Source: an optimization exercise on an open RTL-to-GDS flow (aim: small area and a short achievable clock period). Production flows keep margins and buffers that such runs may drop.
No functional check of the RTL was part of any run shown here.
Power and IR drop assume default switching activity.

`config.mk`:
```
export PLATFORM = sky130hd
export DESIGN_NAME = fir_gen
export DESIGN_NICKNAME = fir_gen
export VERILOG_FILES = /design/flow/design.v
export SDC_FILE = /design/flow/constraint.sdc
export NUM_CORES = 4
export LEC_CHECK = 0
export CAP_MARGIN = 20
export CORE_MARGIN = 2
export CORE_UTILIZATION = 50
export SETUP_SLACK_MARGIN = 2.5
export SLEW_MARGIN = 20
export SYNTH_HIERARCHICAL = 1
export SYNTH_MINIMUM_KEEP_SIZE = 0
```
`constraint.sdc`:
```
create_clock -name core_clock -period 5.5 [get_ports {clk}]
set_input_delay 1.1000 -clock core_clock [delete_from_list [all_inputs] [get_ports {clk}]]
set_output_delay 1.1000 -clock core_clock [all_outputs]
set_load 0.01 [all_outputs]
```
`design.v`:
```
module fir_gen (input clk, input reset, input Load_x,
    input signed [7:0] x_in, input signed [7:0] c_in, output signed [7:0] y_out);
reg [7:0] c0, c1, c2;
reg [3:0] xo, xt, xn;
reg [15:0] a2r0;
reg [15:0] a2r1;
reg [16:0] a1r0;
reg [16:0] a1r1;
reg [16:0] a1r2;
reg [2:0] yq;
reg [7:0] yg;
reg [7:0] yp;
wire [8:0] xe = {x_in, 1'b0};
wire [3:0] bo, bt, bn;
genvar gi;
generate for (gi = 0; gi < 4; gi = gi + 1) begin : rec
  assign bo[gi] = xe[2*gi+1] ^ xe[2*gi];
  assign bt[gi] = (xe[2*gi+2] & ~xe[2*gi+1] & ~xe[2*gi]) | (~xe[2*gi+2] & xe[2*gi+1] & xe[2*gi]);
  assign bn[gi] = xe[2*gi+2];
end endgenerate
wire [3:0] xon = Load_x ? bo : xo;
wire [3:0] xtn = Load_x ? bt : xt;
wire [3:0] xnn = Load_x ? bn : xn;
wire p1;
wire p2;
wire p3;
wire p4;
wire p5;
wire p6;
wire p7;
wire p8;
wire p9;
wire p10;
wire p11;
wire p12;
wire p13;
wire p14;
wire p15;
wire p16;
wire p17;
wire p18;
wire p19;
wire p20;
wire p21;
wire p22;
wire p23;
wire p24;
wire p25;
wire p26;
wire p27;
wire p28;
wire p29;
wire p30;
wire p31;
wire p32;
wire p33;
wire p34;
wire p35;
wire p36;
wire s37;
wire c38;
wire s39;
wire c40;
wire s41;
wire c42;
wire s43;
wire c44;
wire s45;
wire c46;
wire s47;
wire c48;
wire s49;
wire c50;
wire s51;
wire c52;
wire s53;
wire c54;
wire s55;
wire c56;
wire s57;
wire c58;
wire s59;
wire c60;
wire s61;
wire c62;
wire s63;
wire c64;
wire s65;
wire c66;
wire s67;
wire c68;
wire s69;
wire c70;
wire s71;
wire c72;
wire s73;
wire c74;
wire s75;
wire c76;
wire s77;
wire c78;
wire s79;
wire c80;
wire p81;
wire p82;
wire p83;
wire p84;
wire p85;
wire p86;
wire p87;
wire p88;
wire p89;
wire p90;
wire p91;
wire p92;
wire p93;
wire p94;
wire p95;
wire p96;
wire p97;
wire p98;
wire p99;
wire p100;
wire p101;
wire p102;
wire p103;
wire p104;
wire p105;
wire p106;
wire p107;
wire p108;
wire p109;
wire p110;
wire p111;
wire p112;
wire p113;
wire p114;
wire p115;
wire p116;
wire s117;
wire c118;
wire s119;
wire c120;
wire s121;
wire c122;
wire s123;
wire c124;
wire s125;
wire c126;
wire s127;
wire c128;
wire s129;
wire c130;
wire s131;
wire c132;
wire s133;
wire c134;
wire s135;
wire c136;
wire s137;
wire c138;
wire s139;
wire c140;
wire s141;
wire c142;
wire s143;
wire c144;
wire s145;
wire c146;
wire s147;
wire c148;
wire s149;
wire c150;
wire s151;
wire c152;
wire s153;
wire c154;
wire s155;
wire c156;
wire s157;
wire c158;
wire s159;
wire c160;
wire s161;
wire c162;
wire s163;
wire c164;
wire s165;
wire c166;
wire s167;
wire c168;
wire s169;
wire c170;
wire s171;
wire c172;
wire s173;
wire c174;
wire s175;
wire c176;
wire s177;
wire c178;
wire s179;
wire c180;
wire s181;
wire c182;
wire p183;
wire p184;
wire p185;
wire p186;
wire p187;
wire p188;
wire p189;
wire p190;
wire p191;
wire p192;
wire p193;
wire p194;
wire p195;
wire p196;
wire p197;
wire p198;
wire p199;
wire p200;
wire p201;
wire p202;
wire p203;
wire p204;
wire p205;
wire p206;
wire p207;
wire p208;
wire p209;
wire p210;
wire p211;
wire p212;
wire p213;
wire p214;
wire p215;
wire p216;
wire p217;
wire p218;
wire s219;
wire c220;
wire s221;
wire c222;
wire s223;
wire c224;
wire s225;
wire c226;
wire s227;
wire c228;
wire s229;
wire c230;
wire s231;
wire c232;
wire s233;
wire c234;
wire s235;
wire c236;
wire s237;
wire c238;
wire s239;
wire c240;
wire s241;
wire c242;
wire s243;
wire c244;
wire s245;
wire c246;
wire s247;
wire c248;
wire s249;
wire c250;
wire s251;
wire c252;
wire s253;
wire c254;
wire s255;
wire c256;
wire s257;
wire c258;
wire s259;
wire c260;
wire s261;
wire c262;
wire s263;
wire c264;
wire s265;
wire c266;
wire s267;
wire c268;
wire s269;
wire c270;
wire s271;
wire c272;
wire s273;
wire c274;
wire s275;
wire c276;
wire s277;
wire c278;
wire s279;
wire c280;
wire s281;
wire c282;
wire s283;
wire c284;
wire s285;
wire c286;
wire s287;
wire c288;
wire s289;
wire c290;
wire s291;
wire c292;
wire s293;
wire c294;
wire s295;
wire c296;
wire s297;
wire c298;
wire s299;
wire c300;
wire s301;
wire c302;
wire s303;
wire c304;
wire s305;
wire c306;
wire s307;
wire c308;
wire s309;
wire c310;
wire s311;
wire c312;
wire s313;
wire c314;
wire s315;
wire c316;
wire s317;
wire c318;
wire g319;
wire o320;
wire g321;
wire g322;
wire o323;
wire g324;
wire g325;
wire o326;
wire g327;
wire g328;
wire o329;
wire g330;
wire g331;
wire o332;
wire g333;
wire g334;
wire o335;
wire g336;
wire g337;
wire o338;
wire g339;
wire g340;
wire o341;
wire g342;
wire g343;
wire o344;
wire g345;
wire g346;
wire o347;
wire g348;
wire g349;
wire o350;
wire g351;
wire g352;
wire o353;
wire g354;
wire g355;
wire o356;
wire g357;
wire s358;
wire c359;
wire s360;
wire c361;
wire s362;
wire c363;
wire s364;
wire c365;
wire s366;
wire c367;
wire s368;
wire c369;
wire s370;
wire c371;
wire g372;
wire o373;
wire g374;
wire g375;
wire o376;
wire g377;
wire g378;
wire o379;
wire g380;
wire g381;
wire o382;
wire g383;
wire g384;
wire o385;
wire g386;
wire g387;
wire o388;
wire g389;
wire g390;
wire o391;
wire g392;
wire g393;
wire o394;
wire g395;
wire g396;
wire o397;
wire g398;
wire g399;
wire o400;
wire g401;
wire g402;
wire o403;
wire g404;
wire x405;
wire x406;
wire x407;
wire x408;
wire x409;
wire x410;
wire n411;
wire n412;
wire o413;
wire x414;
wire o415;
wire x416;
wire o417;
wire x418;
wire o419;
wire x420;
wire o421;
wire x422;
wire o423;
wire x424;
wire o425;
wire n426;
wire g427;
wire o428;
wire g429;
wire g430;
wire o431;
wire g432;
wire o433;
wire g434;
wire g435;
wire o436;
wire g437;
wire g438;
wire o439;
wire g440;
wire g441;
wire o442;
wire g443;
wire g444;
wire o445;
wire g446;
wire g447;
wire o448;
wire g449;
wire g450;
wire o451;
wire g452;
wire g453;
wire o454;
wire g455;
wire g456;
wire o457;
wire g458;
wire x459;
wire g460;
wire o461;
wire x462;
wire g463;
wire o464;
wire x465;
wire g466;
wire o467;
wire x468;
wire g469;
wire o470;
wire x471;
wire g472;
wire o473;
wire x474;
wire g475;
wire o476;
wire x477;
wire g478;
wire o479;
wire x480;
assign p1 = (xo[0] & c2[0]) ^ xn[0];
assign p2 = ((xo[0] & c2[1]) | (xt[0] & c2[0])) ^ xn[0];
assign p3 = ((xo[0] & c2[2]) | (xt[0] & c2[1])) ^ xn[0];
assign p4 = ((xo[0] & c2[3]) | (xt[0] & c2[2])) ^ xn[0];
assign p5 = ((xo[0] & c2[4]) | (xt[0] & c2[3])) ^ xn[0];
assign p6 = ((xo[0] & c2[5]) | (xt[0] & c2[4])) ^ xn[0];
assign p7 = ((xo[0] & c2[6]) | (xt[0] & c2[5])) ^ xn[0];
assign p8 = ((xo[0] & c2[7]) | (xt[0] & c2[6])) ^ xn[0];
assign p9 = ~(((xo[0] & c2[7]) | (xt[0] & c2[7])) ^ xn[0]);
assign p10 = (xo[1] & c2[0]) ^ xn[1];
assign p11 = ((xo[1] & c2[1]) | (xt[1] & c2[0])) ^ xn[1];
assign p12 = ((xo[1] & c2[2]) | (xt[1] & c2[1])) ^ xn[1];
assign p13 = ((xo[1] & c2[3]) | (xt[1] & c2[2])) ^ xn[1];
assign p14 = ((xo[1] & c2[4]) | (xt[1] & c2[3])) ^ xn[1];
assign p15 = ((xo[1] & c2[5]) | (xt[1] & c2[4])) ^ xn[1];
assign p16 = ((xo[1] & c2[6]) | (xt[1] & c2[5])) ^ xn[1];
assign p17 = ((xo[1] & c2[7]) | (xt[1] & c2[6])) ^ xn[1];
assign p18 = ~(((xo[1] & c2[7]) | (xt[1] & c2[7])) ^ xn[1]);
assign p19 = (xo[2] & c2[0]) ^ xn[2];
assign p20 = ((xo[2] & c2[1]) | (xt[2] & c2[0])) ^ xn[2];
assign p21 = ((xo[2] & c2[2]) | (xt[2] & c2[1])) ^ xn[2];
assign p22 = ((xo[2] & c2[3]) | (xt[2] & c2[2])) ^ xn[2];
assign p23 = ((xo[2] & c2[4]) | (xt[2] & c2[3])) ^ xn[2];
assign p24 = ((xo[2] & c2[5]) | (xt[2] & c2[4])) ^ xn[2];
assign p25 = ((xo[2] & c2[6]) | (xt[2] & c2[5])) ^ xn[2];
assign p26 = ((xo[2] & c2[7]) | (xt[2] & c2[6])) ^ xn[2];
assign p27 = ~(((xo[2] & c2[7]) | (xt[2] & c2[7])) ^ xn[2]);
assign p28 = (xo[3] & c2[0]) ^ xn[3];
assign p29 = ((xo[3] & c2[1]) | (xt[3] & c2[0])) ^ xn[3];
assign p30 = ((xo[3] & c2[2]) | (xt[3] & c2[1])) ^ xn[3];
assign p31 = ((xo[3] & c2[3]) | (xt[3] & c2[2])) ^ xn[3];
assign p32 = ((xo[3] & c2[4]) | (xt[3] & c2[3])) ^ xn[3];
assign p33 = ((xo[3] & c2[5]) | (xt[3] & c2[4])) ^ xn[3];
assign p34 = ((xo[3] & c2[6]) | (xt[3] & c2[5])) ^ xn[3];
assign p35 = ((xo[3] & c2[7]) | (xt[3] & c2[6])) ^ xn[3];
assign p36 = ~(((xo[3] & c2[7]) | (xt[3] & c2[7])) ^ xn[3]);
fa_cell us37 (.a(xn[1]), .b(p3), .c(p10), .s(s37), .co(c38));
fa_cell us39 (.a(xn[2]), .b(p5), .c(p12), .s(s39), .co(c40));
fa_cell us41 (.a(p6), .b(p13), .c(p20), .s(s41), .co(c42));
fa_cell us43 (.a(xn[3]), .b(p7), .c(p14), .s(s43), .co(c44));
fa_cell us45 (.a(p8), .b(p15), .c(p22), .s(s45), .co(c46));
assign s47 = ~(p9 ^ p16);
assign c48 = p9 | p16;
fa_cell us49 (.a(p17), .b(p24), .c(p31), .s(s49), .co(c50));
fa_cell us51 (.a(p18), .b(p25), .c(p32), .s(s51), .co(c52));
fa_cell us53 (.a(p4), .b(p11), .c(c38), .s(s53), .co(c54));
fa_cell us55 (.a(p21), .b(p28), .c(c42), .s(s55), .co(c56));
fa_cell us57 (.a(p29), .b(c44), .c(s45), .s(s57), .co(c58));
fa_cell us59 (.a(p23), .b(p30), .c(s47), .s(s59), .co(c60));
fa_cell us61 (.a(p26), .b(p33), .c(c52), .s(s61), .co(c62));
fa_cell us63 (.a(xn[0]), .b(p1), .c(xnn[0]), .s(s63), .co(c64));
fa_cell us65 (.a(p19), .b(s39), .c(xnn[2]), .s(s65), .co(c66));
fa_cell us67 (.a(s43), .b(xnn[3]), .c(s55), .s(s67), .co(c68));
fa_cell us69 (.a(c46), .b(s59), .c(c58), .s(s69), .co(c70));
fa_cell us71 (.a(c48), .b(s49), .c(c60), .s(s71), .co(c72));
fa_cell us73 (.a(p27), .b(p34), .c(c62), .s(s73), .co(c74));
fa_cell us75 (.a(c40), .b(s41), .c(c66), .s(s75), .co(c76));
fa_cell us77 (.a(c56), .b(s57), .c(c68), .s(s77), .co(c78));
fa_cell us79 (.a(c50), .b(s51), .c(c72), .s(s79), .co(c80));
assign p81 = (xo[0] & c1[0]) ^ xn[0];
assign p82 = ((xo[0] & c1[1]) | (xt[0] & c1[0])) ^ xn[0];
assign p83 = ((xo[0] & c1[2]) | (xt[0] & c1[1])) ^ xn[0];
assign p84 = ((xo[0] & c1[3]) | (xt[0] & c1[2])) ^ xn[0];
assign p85 = ((xo[0] & c1[4]) | (xt[0] & c1[3])) ^ xn[0];
assign p86 = ((xo[0] & c1[5]) | (xt[0] & c1[4])) ^ xn[0];
assign p87 = ((xo[0] & c1[6]) | (xt[0] & c1[5])) ^ xn[0];
assign p88 = ((xo[0] & c1[7]) | (xt[0] & c1[6])) ^ xn[0];
assign p89 = ~(((xo[0] & c1[7]) | (xt[0] & c1[7])) ^ xn[0]);
assign p90 = (xo[1] & c1[0]) ^ xn[1];
assign p91 = ((xo[1] & c1[1]) | (xt[1] & c1[0])) ^ xn[1];
assign p92 = ((xo[1] & c1[2]) | (xt[1] & c1[1])) ^ xn[1];
assign p93 = ((xo[1] & c1[3]) | (xt[1] & c1[2])) ^ xn[1];
assign p94 = ((xo[1] & c1[4]) | (xt[1] & c1[3])) ^ xn[1];
assign p95 = ((xo[1] & c1[5]) | (xt[1] & c1[4])) ^ xn[1];
assign p96 = ((xo[1] & c1[6]) | (xt[1] & c1[5])) ^ xn[1];
assign p97 = ((xo[1] & c1[7]) | (xt[1] & c1[6])) ^ xn[1];
assign p98 = ~(((xo[1] & c1[7]) | (xt[1] & c1[7])) ^ xn[1]);
assign p99 = (xo[2] & c1[0]) ^ xn[2];
assign p100 = ((xo[2] & c1[1]) | (xt[2] & c1[0])) ^ xn[2];
assign p101 = ((xo[2] & c1[2]) | (xt[2] & c1[1])) ^ xn[2];
assign p102 = ((xo[2] & c1[3]) | (xt[2] & c1[2])) ^ xn[2];
assign p103 = ((xo[2] & c1[4]) | (xt[2] & c1[3])) ^ xn[2];
assign p104 = ((xo[2] & c1[5]) | (xt[2] & c1[4])) ^ xn[2];
assign p105 = ((xo[2] & c1[6]) | (xt[2] & c1[5])) ^ xn[2];
assign p106 = ((xo[2] & c1[7]) | (xt[2] & c1[6])) ^ xn[2];
assign p107 = ~(((xo[2] & c1[7]) | (xt[2] & c1[7])) ^ xn[2]);
assign p108 = (xo[3] & c1[0]) ^ xn[3];
assign p109 = ((xo[3] & c1[1]) | (xt[3] & c1[0])) ^ xn[3];
assign p110 = ((xo[3] & c1[2]) | (xt[3] & c1[1])) ^ xn[3];
assign p111 = ((xo[3] & c1[3]) | (xt[3] & c1[2])) ^ xn[3];
assign p112 = ((xo[3] & c1[4]) | (xt[3] & c1[3])) ^ xn[3];
assign p113 = ((xo[3] & c1[5]) | (xt[3] & c1[4])) ^ xn[3];
assign p114 = ((xo[3] & c1[6]) | (xt[3] & c1[5])) ^ xn[3];
assign p115 = ((xo[3] & c1[7]) | (xt[3] & c1[6])) ^ xn[3];
assign p116 = ~(((xo[3] & c1[7]) | (xt[3] & c1[7])) ^ xn[3]);
ha_cell us117 (.a(a2r0[6]), .b(a2r1[6]), .s(s117), .co(c118));
fa_cell us119 (.a(a2r0[1]), .b(a2r1[1]), .c(p82), .s(s119), .co(c120));
fa_cell us121 (.a(a2r0[2]), .b(a2r1[2]), .c(p83), .s(s121), .co(c122));
fa_cell us123 (.a(a2r0[3]), .b(p84), .c(p91), .s(s123), .co(c124));
fa_cell us125 (.a(a2r0[4]), .b(a2r1[4]), .c(p85), .s(s125), .co(c126));
fa_cell us127 (.a(a2r0[5]), .b(p86), .c(p93), .s(s127), .co(c128));
fa_cell us129 (.a(s117), .b(p87), .c(p94), .s(s129), .co(c130));
fa_cell us131 (.a(a2r0[7]), .b(c118), .c(p88), .s(s131), .co(c132));
fa_cell us133 (.a(p95), .b(p102), .c(p109), .s(s133), .co(c134));
fa_cell us135 (.a(a2r0[8]), .b(a2r1[8]), .c(p89), .s(s135), .co(c136));
fa_cell us137 (.a(p96), .b(p103), .c(p110), .s(s137), .co(c138));
fa_cell us139 (.a(a2r0[9]), .b(a2r1[9]), .c(p97), .s(s139), .co(c140));
fa_cell us141 (.a(a2r0[10]), .b(p98), .c(p105), .s(s141), .co(c142));
fa_cell us143 (.a(a2r0[11]), .b(a2r1[11]), .c(p106), .s(s143), .co(c144));
fa_cell us145 (.a(a2r0[12]), .b(p107), .c(p114), .s(s145), .co(c146));
fa_cell us147 (.a(a2r0[13]), .b(a2r1[13]), .c(p115), .s(s147), .co(c148));
fa_cell us149 (.a(p90), .b(c120), .c(s121), .s(s149), .co(c150));
fa_cell us151 (.a(p92), .b(p99), .c(c124), .s(s151), .co(c152));
fa_cell us153 (.a(p100), .b(c126), .c(s127), .s(s153), .co(c154));
fa_cell us155 (.a(p101), .b(p108), .c(c128), .s(s155), .co(c156));
fa_cell us157 (.a(c130), .b(s131), .c(s133), .s(s157), .co(c158));
fa_cell us159 (.a(c132), .b(c134), .c(s135), .s(s159), .co(c160));
fa_cell us161 (.a(p104), .b(p111), .c(c136), .s(s161), .co(c162));
fa_cell us163 (.a(p112), .b(c140), .c(s141), .s(s163), .co(c164));
fa_cell us165 (.a(p113), .b(c142), .c(s143), .s(s165), .co(c166));
fa_cell us167 (.a(a2r0[14]), .b(p116), .c(c148), .s(s167), .co(c168));
fa_cell us169 (.a(a2r0[0]), .b(p81), .c(xnn[0]), .s(s169), .co(c170));
fa_cell us171 (.a(c122), .b(s123), .c(c150), .s(s171), .co(c172));
fa_cell us173 (.a(s125), .b(xnn[2]), .c(s151), .s(s173), .co(c174));
fa_cell us175 (.a(s129), .b(xnn[3]), .c(c154), .s(s175), .co(c176));
fa_cell us177 (.a(s137), .b(c158), .c(s159), .s(s177), .co(c178));
fa_cell us179 (.a(c138), .b(s139), .c(c160), .s(s179), .co(c180));
fa_cell us181 (.a(c144), .b(s145), .c(c166), .s(s181), .co(c182));
assign p183 = (xo[0] & c0[0]) ^ xn[0];
assign p184 = ((xo[0] & c0[1]) | (xt[0] & c0[0])) ^ xn[0];
assign p185 = ((xo[0] & c0[2]) | (xt[0] & c0[1])) ^ xn[0];
assign p186 = ((xo[0] & c0[3]) | (xt[0] & c0[2])) ^ xn[0];
assign p187 = ((xo[0] & c0[4]) | (xt[0] & c0[3])) ^ xn[0];
assign p188 = ((xo[0] & c0[5]) | (xt[0] & c0[4])) ^ xn[0];
assign p189 = ((xo[0] & c0[6]) | (xt[0] & c0[5])) ^ xn[0];
assign p190 = ((xo[0] & c0[7]) | (xt[0] & c0[6])) ^ xn[0];
assign p191 = ~(((xo[0] & c0[7]) | (xt[0] & c0[7])) ^ xn[0]);
assign p192 = (xo[1] & c0[0]) ^ xn[1];
assign p193 = ((xo[1] & c0[1]) | (xt[1] & c0[0])) ^ xn[1];
assign p194 = ((xo[1] & c0[2]) | (xt[1] & c0[1])) ^ xn[1];
assign p195 = ((xo[1] & c0[3]) | (xt[1] & c0[2])) ^ xn[1];
assign p196 = ((xo[1] & c0[4]) | (xt[1] & c0[3])) ^ xn[1];
assign p197 = ((xo[1] & c0[5]) | (xt[1] & c0[4])) ^ xn[1];
assign p198 = ((xo[1] & c0[6]) | (xt[1] & c0[5])) ^ xn[1];
assign p199 = ((xo[1] & c0[7]) | (xt[1] & c0[6])) ^ xn[1];
assign p200 = ~(((xo[1] & c0[7]) | (xt[1] & c0[7])) ^ xn[1]);
assign p201 = (xo[2] & c0[0]) ^ xn[2];
assign p202 = ((xo[2] & c0[1]) | (xt[2] & c0[0])) ^ xn[2];
assign p203 = ((xo[2] & c0[2]) | (xt[2] & c0[1])) ^ xn[2];
assign p204 = ((xo[2] & c0[3]) | (xt[2] & c0[2])) ^ xn[2];
assign p205 = ((xo[2] & c0[4]) | (xt[2] & c0[3])) ^ xn[2];
assign p206 = ((xo[2] & c0[5]) | (xt[2] & c0[4])) ^ xn[2];
assign p207 = ((xo[2] & c0[6]) | (xt[2] & c0[5])) ^ xn[2];
assign p208 = ((xo[2] & c0[7]) | (xt[2] & c0[6])) ^ xn[2];
assign p209 = ~(((xo[2] & c0[7]) | (xt[2] & c0[7])) ^ xn[2]);
assign p210 = (xo[3] & c0[0]) ^ xn[3];
assign p211 = ((xo[3] & c0[1]) | (xt[3] & c0[0])) ^ xn[3];
assign p212 = ((xo[3] & c0[2]) | (xt[3] & c0[1])) ^ xn[3];
assign p213 = ((xo[3] & c0[3]) | (xt[3] & c0[2])) ^ xn[3];
assign p214 = ((xo[3] & c0[4]) | (xt[3] & c0[3])) ^ xn[3];
assign p215 = ((xo[3] & c0[5]) | (xt[3] & c0[4])) ^ xn[3];
assign p216 = ((xo[3] & c0[6]) | (xt[3] & c0[5])) ^ xn[3];
assign p217 = ((xo[3] & c0[7]) | (xt[3] & c0[6])) ^ xn[3];
assign p218 = ~(((xo[3] & c0[7]) | (xt[3] & c0[7])) ^ xn[3]);
ha_cell us219 (.a(a1r0[7]), .b(a1r1[7]), .s(s219), .co(c220));
ha_cell us221 (.a(a1r0[4]), .b(a1r1[4]), .s(s221), .co(c222));
fa_cell us223 (.a(a1r0[5]), .b(a1r1[5]), .c(a1r2[5]), .s(s223), .co(c224));
ha_cell us225 (.a(p188), .b(p195), .s(s225), .co(c226));
fa_cell us227 (.a(a1r0[6]), .b(a1r1[6]), .c(p189), .s(s227), .co(c228));
fa_cell us229 (.a(p196), .b(p203), .c(p210), .s(s229), .co(c230));
fa_cell us231 (.a(a1r2[7]), .b(s219), .c(p190), .s(s231), .co(c232));
fa_cell us233 (.a(p197), .b(p204), .c(p211), .s(s233), .co(c234));
fa_cell us235 (.a(a1r0[8]), .b(c220), .c(p191), .s(s235), .co(c236));
fa_cell us237 (.a(p198), .b(p205), .c(p212), .s(s237), .co(c238));
fa_cell us239 (.a(a1r0[9]), .b(a1r1[9]), .c(a1r2[9]), .s(s239), .co(c240));
fa_cell us241 (.a(p199), .b(p206), .c(p213), .s(s241), .co(c242));
fa_cell us243 (.a(a1r0[10]), .b(a1r1[10]), .c(a1r2[10]), .s(s243), .co(c244));
fa_cell us245 (.a(p200), .b(p207), .c(p214), .s(s245), .co(c246));
fa_cell us247 (.a(a1r0[11]), .b(a1r1[11]), .c(p208), .s(s247), .co(c248));
ha_cell us249 (.a(a1r0[2]), .b(a1r1[2]), .s(s249), .co(c250));
ha_cell us251 (.a(a1r0[3]), .b(p186), .s(s251), .co(c252));
fa_cell us253 (.a(s221), .b(p187), .c(p194), .s(s253), .co(c254));
fa_cell us255 (.a(c222), .b(s223), .c(p202), .s(s255), .co(c256));
fa_cell us257 (.a(c224), .b(c226), .c(s227), .s(s257), .co(c258));
fa_cell us259 (.a(c228), .b(c230), .c(s231), .s(s259), .co(c260));
fa_cell us261 (.a(c232), .b(c234), .c(s235), .s(s261), .co(c262));
fa_cell us263 (.a(s239), .b(c236), .c(c238), .s(s263), .co(c264));
fa_cell us265 (.a(c240), .b(s243), .c(c242), .s(s265), .co(c266));
fa_cell us267 (.a(c244), .b(p215), .c(c246), .s(s267), .co(c268));
fa_cell us269 (.a(a1r0[12]), .b(p209), .c(p216), .s(s269), .co(c270));
fa_cell us271 (.a(a1r0[13]), .b(a1r1[13]), .c(a1r2[13]), .s(s271), .co(c272));
ha_cell us273 (.a(a1r0[1]), .b(a1r1[1]), .s(s273), .co(c274));
fa_cell us275 (.a(s249), .b(p185), .c(p192), .s(s275), .co(c276));
fa_cell us277 (.a(c250), .b(p193), .c(s251), .s(s277), .co(c278));
fa_cell us279 (.a(p201), .b(c252), .c(s253), .s(s279), .co(c280));
fa_cell us281 (.a(s225), .b(c254), .c(s255), .s(s281), .co(c282));
fa_cell us283 (.a(c256), .b(s229), .c(s257), .s(s283), .co(c284));
fa_cell us285 (.a(s233), .b(c258), .c(s259), .s(s285), .co(c286));
fa_cell us287 (.a(s237), .b(c260), .c(s261), .s(s287), .co(c288));
fa_cell us289 (.a(s241), .b(c262), .c(s263), .s(s289), .co(c290));
fa_cell us291 (.a(s245), .b(c264), .c(s265), .s(s291), .co(c292));
fa_cell us293 (.a(s247), .b(c266), .c(s267), .s(s293), .co(c294));
fa_cell us295 (.a(c248), .b(s269), .c(c268), .s(s295), .co(c296));
fa_cell us297 (.a(s271), .b(p217), .c(c270), .s(s297), .co(c298));
fa_cell us299 (.a(a1r0[14]), .b(c272), .c(p218), .s(s299), .co(c300));
ha_cell us301 (.a(a1r0[0]), .b(p183), .s(s301), .co(c302));
ha_cell us303 (.a(p184), .b(s273), .s(s303), .co(c304));
ha_cell us305 (.a(c274), .b(s275), .s(s305), .co(c306));
ha_cell us307 (.a(c276), .b(s277), .s(s307), .co(c308));
ha_cell us309 (.a(c278), .b(s279), .s(s309), .co(c310));
ha_cell us311 (.a(c280), .b(s281), .s(s311), .co(c312));
ha_cell us313 (.a(c282), .b(s283), .s(s313), .co(c314));
ha_cell us315 (.a(c284), .b(s285), .s(s315), .co(c316));
ha_cell us317 (.a(c286), .b(s287), .s(s317), .co(c318));
assign g319 = s303 & c302;
assign o320 = c304 | g319;
assign g321 = s303 & s301;
assign g322 = s307 & c306;
assign o323 = c308 | g322;
assign g324 = s307 & s305;
assign g325 = s311 & c310;
assign o326 = c312 | g325;
assign g327 = s311 & s309;
assign g328 = s315 & c314;
assign o329 = c316 | g328;
assign g330 = s315 & s313;
assign g331 = s305 & o320;
assign o332 = c306 | g331;
assign g333 = s305 & g321;
assign g334 = g324 & o320;
assign o335 = o323 | g334;
assign g336 = g324 & g321;
assign g337 = s313 & o326;
assign o338 = c314 | g337;
assign g339 = s313 & g327;
assign g340 = g330 & o326;
assign o341 = o329 | g340;
assign g342 = g330 & g327;
assign g343 = s309 & o335;
assign o344 = c310 | g343;
assign g345 = s309 & g336;
assign g346 = g327 & o335;
assign o347 = o326 | g346;
assign g348 = g327 & g336;
assign g349 = g339 & o335;
assign o350 = o338 | g349;
assign g351 = g339 & g336;
assign g352 = g342 & o335;
assign o353 = o341 | g352;
assign g354 = g342 & g336;
assign g355 = s317 & o353;
assign o356 = c318 | g355;
assign g357 = s317 & g354;
ha_cell us358 (.a(c288), .b(s289), .s(s358), .co(c359));
ha_cell us360 (.a(c290), .b(s291), .s(s360), .co(c361));
ha_cell us362 (.a(c292), .b(s293), .s(s362), .co(c363));
ha_cell us364 (.a(c294), .b(s295), .s(s364), .co(c365));
ha_cell us366 (.a(c296), .b(s297), .s(s366), .co(c367));
ha_cell us368 (.a(c298), .b(s299), .s(s368), .co(c369));
ha_cell us370 (.a(a1r0[15]), .b(c300), .s(s370), .co(c371));
assign g372 = s360 & c359;
assign o373 = c361 | g372;
assign g374 = s360 & s358;
assign g375 = s364 & c363;
assign o376 = c365 | g375;
assign g377 = s364 & s362;
assign g378 = s368 & c367;
assign o379 = c369 | g378;
assign g380 = s368 & s366;
assign g381 = s362 & o373;
assign o382 = c363 | g381;
assign g383 = s362 & g374;
assign g384 = g377 & o373;
assign o385 = o376 | g384;
assign g386 = g377 & g374;
assign g387 = s370 & o379;
assign o388 = c371 | g387;
assign g389 = s370 & g380;
assign g390 = s370 & o379;
assign o391 = c371 | g390;
assign g392 = s370 & g380;
assign g393 = s366 & o385;
assign o394 = c367 | g393;
assign g395 = s366 & g386;
assign g396 = g380 & o385;
assign o397 = o379 | g396;
assign g398 = g380 & g386;
assign g399 = g389 & o385;
assign o400 = o388 | g399;
assign g401 = g389 & g386;
assign g402 = g392 & o385;
assign o403 = o391 | g402;
assign g404 = g392 & g386;
assign x405 = s360 ^ c359;
assign x406 = s362 ^ o373;
assign x407 = s364 ^ o382;
assign x408 = s366 ^ o385;
assign x409 = s368 ^ o394;
assign x410 = s370 ^ o397;
assign n411 = ~o400;
assign n412 = ~s358;
assign o413 = c359 | s358;
assign x414 = s360 ^ o413;
assign o415 = o373 | g374;
assign x416 = s362 ^ o415;
assign o417 = o382 | g383;
assign x418 = s364 ^ o417;
assign o419 = o385 | g386;
assign x420 = s366 ^ o419;
assign o421 = o394 | g395;
assign x422 = s368 ^ o421;
assign o423 = o397 | g398;
assign x424 = s370 ^ o423;
assign o425 = o400 | g401;
assign n426 = ~o425;
assign g427 = s317 & c316;
assign o428 = c318 | g427;
assign g429 = s317 & s315;
assign g430 = yq[2] & yq[0];
assign o431 = yq[1] | g430;
assign g432 = yp[1] & yg[0];
assign o433 = yg[1] | g432;
assign g434 = yp[1] & yp[0];
assign g435 = yp[3] & yg[2];
assign o436 = yg[3] | g435;
assign g437 = yp[3] & yp[2];
assign g438 = yp[5] & yg[4];
assign o439 = yg[5] | g438;
assign g440 = yp[5] & yp[4];
assign g441 = yp[2] & o433;
assign o442 = yg[2] | g441;
assign g443 = yp[2] & g434;
assign g444 = g437 & o433;
assign o445 = o436 | g444;
assign g446 = g437 & g434;
assign g447 = yp[6] & o439;
assign o448 = yg[6] | g447;
assign g449 = yp[6] & g440;
assign g450 = yp[4] & o445;
assign o451 = yg[4] | g450;
assign g452 = yp[4] & g446;
assign g453 = g440 & o445;
assign o454 = o439 | g453;
assign g455 = g440 & g446;
assign g456 = g449 & o445;
assign o457 = o448 | g456;
assign g458 = g449 & g446;
assign x459 = yp[0] ^ o431;
assign g460 = yp[0] & o431;
assign o461 = yg[0] | g460;
assign x462 = yp[1] ^ o461;
assign g463 = g434 & o431;
assign o464 = o433 | g463;
assign x465 = yp[2] ^ o464;
assign g466 = g443 & o431;
assign o467 = o442 | g466;
assign x468 = yp[3] ^ o467;
assign g469 = g446 & o431;
assign o470 = o445 | g469;
assign x471 = yp[4] ^ o470;
assign g472 = g452 & o431;
assign o473 = o451 | g472;
assign x474 = yp[5] ^ o473;
assign g475 = g455 & o431;
assign o476 = o454 | g475;
assign x477 = yp[6] ^ o476;
assign g478 = g458 & o431;
assign o479 = o457 | g478;
assign x480 = yp[7] ^ o479;
always @(posedge clk or posedge reset)
  if (reset) begin
    xo <= 4'd0; xt <= 4'd0; xn <= 4'd0; c0 <= 8'd0; c1 <= 8'd0; c2 <= 8'd0;
    a2r0 <= 16'd22016; a2r1 <= 16'd0; a1r0 <= 17'd43776; a1r1 <= 17'd0; a1r2 <= 17'd0; yq <= 3'd0; yg <= 8'd0; yp <= 8'd0;
  end else begin
    xo <= xon; xt <= xtn; xn <= xnn;
    if (!Load_x) begin c2 <= c_in; c1 <= c2; c0 <= c1; end
    a2r0 <= {1'b0,p36,p35,s73,c80,s79,s71,c78,s77,c76,s75,c54,s53,s37,p2,s63};
    a2r1 <= {1'b0,1'b0,c74,1'b0,s61,1'b0,c70,s69,1'b0,s67,1'b0,s65,1'b0,xnn[1],c64,1'b0};
    a1r0 <= {1'b0,c168,s167,c182,s181,c164,c180,c178,s177,c176,s175,c174,c172,s171,xnn[1],c170,s169};
    a1r1 <= {1'b0,1'b0,1'b0,c146,1'b0,s165,c162,s179,1'b0,c156,s155,c152,s173,1'b0,s149,s119,1'b0};
    a1r2 <= {1'b0,1'b0,1'b0,s147,1'b0,1'b0,s163,s161,1'b0,s157,1'b0,s153,1'b0,1'b0,1'b0,1'b0,1'b0};
    yq <= {g429,o428,o350};
    yg <= {1'b0,c371,c369,c367,c365,c363,c361,c359};
    yp <= {1'b1,s370,s368,s366,s364,s362,s360,s358};
  end
assign y_out = {x480,x477,x474,x471,x468,x465,x462,x459};
endmodule
module fa_cell (input a, input b, input c, output s, output co);
assign {co, s} = a + b + c;
endmodule
module ha_cell (input a, input b, output s, output co);
assign {co, s} = a + b;
endmodule
```
`flow/run.sh`:
```
#!/bin/bash
# Own layout flow: the standard flow (standard.sh), with two changes after synthesis:
#  - the input and output port buffers are buf_1 cells (buffer_ports -buffer_cell)
#  - clock tree synthesis without dummy loads
# Each step's full output goes to its own log file in this folder.
set -euo pipefail
bash standard.sh synth > synth.log 2>&1
export BUFFER_PORTS_ARGS="-buffer_cell sky130_fd_sc_hd__buf_1"
export CTS_ARGS="-sink_clustering_enable -repair_clock_nets -dont_use_dummy_load"
bash standard.sh floorplan > floorplan.log 2>&1
bash standard.sh place > place.log 2>&1
bash standard.sh cts > cts.log 2>&1
bash standard.sh route > route.log 2>&1
bash standard.sh finish > finish.log 2>&1
test -f out/final.def
```
`standard.sh`:
```
#!/bin/bash
# synth_recipe.tcl (not shown) runs the flow's synth.tcl, then flattens the netlist and writes it again
# the make line also repeats each setting of config.mk as NAME=value (left out here)
make -C /OpenROAD-flow-scripts/flow DESIGN_CONFIG=/design/flow/config.mk WORK_HOME=/design/flow/orfs CLKGATE_MAP_FILE= SYNTH_SCRIPT=/design/flow/synth_recipe.tcl "${@:-finish}"
```
==> impl_results.md, run 1 <==
- Achievable Freq: 341 MHz
- Yosys cell types: 34
- Reg2reg end: yq[0]$_DFF_PP0_
- Async set-or-reset flop fraction in the synthesized netlist: 100%
- Vias in the first global route: 4,865
- Clock Path Buffers: 2
- Hold slack: 547 ps
- Post-synth top area share: 32.4%
- Gr ovfl total: 0
- Drt pass-1 iters: 5
- Reg2reg path depth: 8
- Hold buffers post-CTS: 0
- Port bufs: 26
- Cell Rows: 44
- Hold Path End: a1r2[13]$_DFF_PP0_
- Crit-path max cell delay: 630 ps
- Fin worst setup slack: 2570 ps
- Pre-CTS WS: 2110 ps
- Initial antenna violation count: 0
- Wire length per cell: 20.5 um
- Ys flop type: dfrtp_1
- Worst IR Drop VDD: 319 uV
- Core Area: 14,600 sq um
- TritonCTS clock tree: yes
- # DRC: 0
- IO Count: 27
- Mapped Cells: 612
- Crit. End Element: register
- FF-to-FF setup slack: 2570 ps
- Relative slew slack: 40.4%
- Nets@finish: 742
- Number of synthesized flops with an enable pin: 0
- First-pass GRT wire length: 25.4 mm
- Initial DRC count: 297
- TNS Setup: 0 ps
- PwrDens: 618 nW/um^2
- Worst skew pair latency: 350 ps
- WHS Path Cells: 1
- Crit start category: register
- Commonest cells in the netlist: xnor2_1 (104), dfrtp_1 (97), fa_1 (88)
- Seq/Total Area, Yosys: 35.6%
- Setup violators final: 0
- Via Count: 4,586
- Total power: 5.04 mW
- Mapped cell area: 7490 sq um
- Number of synthesized register bits: 106
- Synth Warn #: 7
- Period utilisation layout: 53.3%
- TritonCTS Buffers: 9
- Clock Tree Root: clkbuf_16
- Leakage power: 3.23 nW
- Post-detail-place hpwl: 10.7 mm
- Routability cong.: 0.815
- Final WL: 16.2 mm
- R2r startpoint: xn[1]$_DFFE_PP0P_
- Worst Skew: 13.9 ps
- RSZ-0062 raised after global routing: true
- Final hold violation count: 0
- Die H: 126 um
- Min-Delay Startpoint: a2r1[13]$_DFF_PP0_
- Final Critical Period: 2930 ps
- Worst-path clk slew: 60 ps
- Share of cells above drive strength 1: 17.9%
- Area leader, netlist: dfrtp_1
- Critical path's slowest cell: dfrtp_4
- Initial Util: 51.4%
- CP Class: reg -> reg
- DRT antenna net count: 0
- Outcome: no timing/DRC/antenna violations
- Worst Hold Class: reg -> reg
- DR vias/cell: 5.79
- Die width: 126 um
- Largest net degree at the start of global routing: 74
- Worst EP arrival: 3150 ps
- Synth Net Count: 744
- Slew @ Worst Pin: 895 ps
- CP Cell Sequence: buf_4 -> xnor2_1 -> fa_1 -> fa_1 -> ha_1 -> or2_2 -> a21oi_1 -> a21oi_1
- # diodes: 0
- Post-Syn Area per Cell: 12.2 sq um
- MaxCap Viol Count: 0
- H-tree levels: 3
- Critical Path Fanout Max: 18
- CTS sink cnt: 106
- Final Slew Violations: 0
- Area grow syn2layout: 8.72%
- Die ar.: 16,000 sq um
- Area contributors post-synth: dfrtp_1 (32%), fa_1 (24%), xnor2_1 (12%), a22oi_1 (8.4%), mux2_2 (4.4%)
- Total GRT Usage: 20.3%
- Crit path required time: 5720 ps
- Most frequent cell after synthesis: xnor2_1
-- critical path: cells and delay by family, from the launching register on --
family	cells	cell delay [ps]
AO/OA/AOI/OAI	2	200
XOR/XNOR	1	180
adder cells (fa/ha/maj)	3	1160
buffers and inverters	1	330
flip-flops	1	630
AND/OR/NAND/NOR	1	300
-- cell type report --
class	instances	area (sq um)
sequential	106	2700
multi-input combinational	429	4570
clock buffer	9	225
tap	184	230
timing repair buffer	57	392
inverter	7	33.8
fill	1195	6440
-- layer usage --
layer,wire (um),up-vias,global-route usage (%)
met3,729,23,2.53
met2,7970,139,33.8
met4,297,0,7.05
met5,0,-,0
li1,-,2051,-
met1,7230,2373,27.9
-- per-stage QoR --
| step | util (%) | instance area (sq um) | instances |
|---|---|---|---|
| after floorplan | - | 7500 | 612 |
| after global placement | 52.0 | 7580 | 761 |
| after detailed placement | 52.0 | 7580 | 761 |
| after CTS | 54.1 | 7890 | 773 |
| after global routing | 55.8 | 8150 | 792 |
| final | 55.8 | 8150 | 792 |
-- modules after synthesis, one instance, submodules excluded --
module | cells inside | flops+latches | cell area, sq um
fa_cell | 1 | 0 | 20.0
ha_cell | 1 | 0 | 12.5
fir_gen | 501 | 106 | 5440
-- how the worst max path moves through the flow --
stage                            startpoint                end  slack (ps)  depth (start not counted)
final                     xn[1]$_DFFE_PP0P_    yq[0]$_DFF_PP0_        2570                          8
after global routing      xt[0]$_DFFE_PP0P_    yq[0]$_DFF_PP0_        2430                          8
after CTS                 xn[1]$_DFFE_PP0P_    yq[0]$_DFF_PP0_        2420                          8
after detailed placement  xn[1]$_DFFE_PP0P_    yq[0]$_DFF_PP0_        2110                          8
after global placement    xt[0]$_DFFE_PP0P_    yq[0]$_DFF_PP0_        2210                          8
after floorplan                      Load_x  a2r0[7]$_DFF_PP0_        2500                          5
-- report_power, final --
| part | switching, mW | internal, mW |
|---|---|---|
| Sequential | 0.286 | 1.18 |
| Combinational | 1.52 | 1.51 |
| Clock | 0.260 | 0.289 |
-- placed cells by master (no fill, tap or decap), types with 4 or more instances in the layout --
cell / synthesis / routed
xnor2_1: 104 / 103
inv_1: 7 / 5
clkbuf_16: 0 / 10
o21ai_0: 14 / 13
dfstp_2: 9 / 9
a22oi_2: 0 / 4
dfrtp_1: 97 / 83
dfrtp_2: 0 / 7
nor2_1: 15 / 15
dfrtp_4: 0 / 7
mux2_2: 29 / 29
a21oi_1: 15 / 14
ha_1: 25 / 25
nand2_1: 19 / 19
buf_1: 8 / 23
a21o_1: 4 / 4
buf_6: 0 / 4
a22oi_1: 84 / 80
xor2_1: 11 / 11
nor3_1: 5 / 4
fa_1: 88 / 88
buf_4: 8 / 22
-- registers in the layout (all words and copies together), names as in the netlist, 5 cells and up --
register,flops
c1,8
yg,7
c2,8
c0,8
a1r0,15
a2r1,7
a1r1,10
yp,8
a1r2,5
a2r0,15
-- logic make-up after synthesis --
logic type	synth area share [%]
other	0.0501
XOR/XNOR	13.4
buffers and inverters	4.51
flip-flops	35.6
AO/OA/AOI/OAI	11.8
AND/OR/NAND/NOR	2.64
multiplexers	4.36
adder cells (fa/ha/maj)	27.7
-- timing repair --
| action | in CTS | in global routing |
|---|---|---|
| pin swaps | 2 | 6 |
| gates resized for setup | 21 | 20 |
| endpoints found under the setup margin | 22 | 6 |
| buffers inserted | 3 | 18 |
| cloned | 0 | 1 |
==> inputs of run 2 (changes only) <==
--- a/config.mk
+++ b/config.mk
@@ -14 +14,2 @@
 export SYNTH_MINIMUM_KEEP_SIZE = 0
+export TNS_END_PERCENT = 30
==> impl_results.md, run 2 <==
- Outcome: no timing/DRC/antenna violations
- Largest net degree at the start of global routing: 74
- Power share of the sequential group: 29.2%
- Die H: 126 um
- Share of cells above drive strength 1: 15.1%
- Async set-or-reset flop fraction in the synthesized netlist: 100%
- Worst-path clk slew: 60 ps
- TNS Setup: 0 ps
- Synth Warn #: 7
- TritonCTS clock tree: yes
- Drt pass-1 iters: 6
- Post-detail-place hpwl: 10.5 mm
- Initial DRC count: 243
- Achievable Freq: 332 MHz
- IO Count: 27
- TritonCTS Buffers: 9
- FF-to-FF setup slack: 2500 ps
- Die ar.: 16,000 sq um
- # DRC: 0
- Wire length per cell: 20.2 um
- Reg2reg path depth: 7
- Commonest cells in the netlist: xnor2_1 (104), dfrtp_1 (97), fa_1 (88)
- Most frequent cell after synthesis: xnor2_1
- Crit. End Element: primary output
- Final hold violation count: 0
- Gr ovfl total: 0
- DRT antenna net count: 0
- Min-Delay Startpoint: a2r1[13]$_DFF_PP0_
- Most common cell after layout, fill and taps aside: xnor2_1
- Initial Util: 51.4%
- R2r startpoint: xt[1]$_DFFE_PP0P_
- First-pass GRT wire length: 25.8 mm
- Commonest cells after routing, fill and taps aside: xnor2_1 (104), fa_1 (88), dfrtp_1 (87)
- Top Registers: a1r0 (15), a2r0 (15), a1r1 (10)
- Vias in the first global route: 4,981
- Pre-CTS WS: 2050 ps
- Combinational share of power: 59.8%
- Worst Hold Class: reg -> reg
- Relative slew slack: 40.6%
- Hold Path End: a1r2[13]$_DFF_PP0_
- Leakage power: 3.17 nW
- Period utilisation layout: 54.7%
- PwrDens: 622 nW/um^2
- Die width: 126 um
- DR vias/cell: 5.89
- Seq/Total Area, Yosys: 35.6%
- Fin worst setup slack: 2490 ps
- Yosys cell types: 34
- Core Area: 14,600 sq um
- Final WL: 15.8 mm
- Setup violators final: 0
- Number of synthesized flops with an enable pin: 0
- Number of synthesized register bits: 106
- Crit start category: register
- Crit path required time: 4400 ps
- Total GRT Usage: 20.6%
- Area leader, netlist: dfrtp_1
- Placed Instances: 761
- Clock Path Buffers: 2
- CP Class: reg -> out
- Initial antenna violation count: 0
- Critical Path Fanout Max: 5
- # diodes: 0
- Post-Syn Area per Cell: 12.2 sq um
- Clock Tree Root: clkbuf_16
- RSZ-0062 raised after global routing: true
- Mapped Cells: 612
- Clock power frac: 11.0%
- CTS sink cnt: 106
- Worst EP arrival: 1910 ps
- Mapped cell area: 7490 sq um
- Synth Net Count: 744
- Switching power as a share of total power: 40.8%
- Layout Cells excl Fill: 782
- Area grow syn2layout: 7.00%
- Cell Rows: 44
- Final Critical Period: 3010 ps
- H-tree levels: 3
- Post-synth top area share: 32.4%
- Via Count: 4,608
- Slew @ Worst Pin: 890 ps
- Final Slew Violations: 0
- Worst skew pair latency: 350 ps
- MaxCap Viol Count: 0
- Worst Skew: 12.2 ps
- Worst IR Drop VDD: 196 uV
- Port bufs: 26
- Nets@finish: 732
- Routability cong.: 0.807
- Reg2reg end: yq[2]$_DFF_PP0_
- P_sw: 2.03 mW
- WHS Path Cells: 1
- Ys flop type: dfrtp_1
- Hold slack: 548 ps
- Internal: 2.95 mW
- Area contributors post-synth: dfrtp_1 (32%), fa_1 (24%), xnor2_1 (12%), a22oi_1 (8.4%), mux2_2 (4.4%)
[run 2: metal layers]
layer,track usage (%),part of all wire [%]
met5,0,0
met4,7.89,2.6
met3,3.16,4.0
met2,32.8,48
met1,28.8,46
[run 2: cells by family after synthesis]
group	Yosys count	share of synthesized area [%]
XOR/XNOR	115	13.4
flip-flops	106	35.6
buffers and inverters	77	4.51
adder cells (fa/ha/maj)	113	27.7
other	1	0.0501
AO/OA/AOI/OAI	125	11.8
AND/OR/NAND/NOR	46	2.64
multiplexers	29	4.36
[run 2: worst max-delay path by stage]
stage,from,endpoint,slack (ps)
detailed placement,xt[1]$_DFFE_PP0P_,yq[2]$_DFF_PP0_,2050
CTS,yq[2]$_DFF_PP0_,y_out[7],2410
global placement,xt[0]$_DFFE_PP0P_,yq[0]$_DFF_PP0_,2200
global route,yp[1]$_DFF_PP0_,y_out[7],2430
finish,yp[3]$_DFF_PP0_,y_out[7],2490
floorplan,xo[1]$_DFFE_PP0P_,yq[2]$_DFF_PP0_,2460
[run 2: modules after synthesis, one instance, submodules excluded]
module   times used  cells
fir_gen           1    501
fa_cell          88      1
ha_cell          23      1
[run 2: repair_timing]
item                                    4_1_cts  5_1_grt
endpoints found under the hold margin         0        0
gates resized for setup                      19       13
gates cloned                                  0        1
pin swaps                                     0        4
hold buffers                                  0        0
buffers inserted                              4        7
endpoints found under the setup margin       22        8
[run 2: power by group through the flow]
stage / logic (mW) / clock network, mW / registers [mW]
after floorplan: 2.40 / 0 / 1.31
after global placement: 2.80 / 0 / 1.46
after detailed placement: 2.96 / 0 / 1.48
after CTS: 2.99 / 0.563 / 1.46
after global routing: 3.51 / 0.593 / 1.49
final: 2.98 / 0.550 / 1.45
[run 2: per-stage QoR]
step                      instance area (sq um)  power [mW]  utilization, %
after floorplan                            7500        3.71               -
after global placement                     7580        4.27            52.0
after detailed placement                   7580        4.43            52.0
after CTS                                  7880        5.01            54.0
after global routing                       8020        5.60            54.9
final                                      8020        4.98            54.9
[run 2: cell type report]
class | instances | area [sq um]
Fill cell | 1236 | 6570
Multi-Input combinational cell | 429 | 4530
Sequential cell | 106 | 2690
Timing Repair Buffer | 47 | 304
Tap cell | 184 | 230
Clock buffer | 9 | 225
Inverter | 7 | 30.0
[run 2: worst max-delay path: stages, from the launching register on]
cell	delay (ps)
dfrtp_1	410
a21o_1	210
o2bb2ai_4	150
or4_1	520
o311ai_1	110
clkbuf_2	180

what the ideal ports hide:
In the flow no input, the clock included, has a driving cell. The finished layouts below were timed again as built, in two steps.
Step 1 sets driving cells, clkbuf_16 on the clock port and buf_2 on the other inputs (assumed; they add their load-dependent delay and slew).
Step 2 times the ports against the registers' clock, not the clock port: input delays grow and output delays shrink by t, the midpoint of the rising clock arrivals with the driver on.
Three values: ideal ports, drivers, drivers and shift; two values: the first two.
run	t, ns	setup WS [ns]	latest minus earliest clock arrival (ns)
run 1	0.380	2.567 / 2.548 / 2.229	0.014 / 0.014
run 2	0.388	2.491 / 2.447 / 2.239	0.013 / 0.012
After both steps setup and hold are still met in every run listed. The setup slack of run 1, which loses most, moves by -0.019 ns with the drivers and by -0.338 ns with both steps.
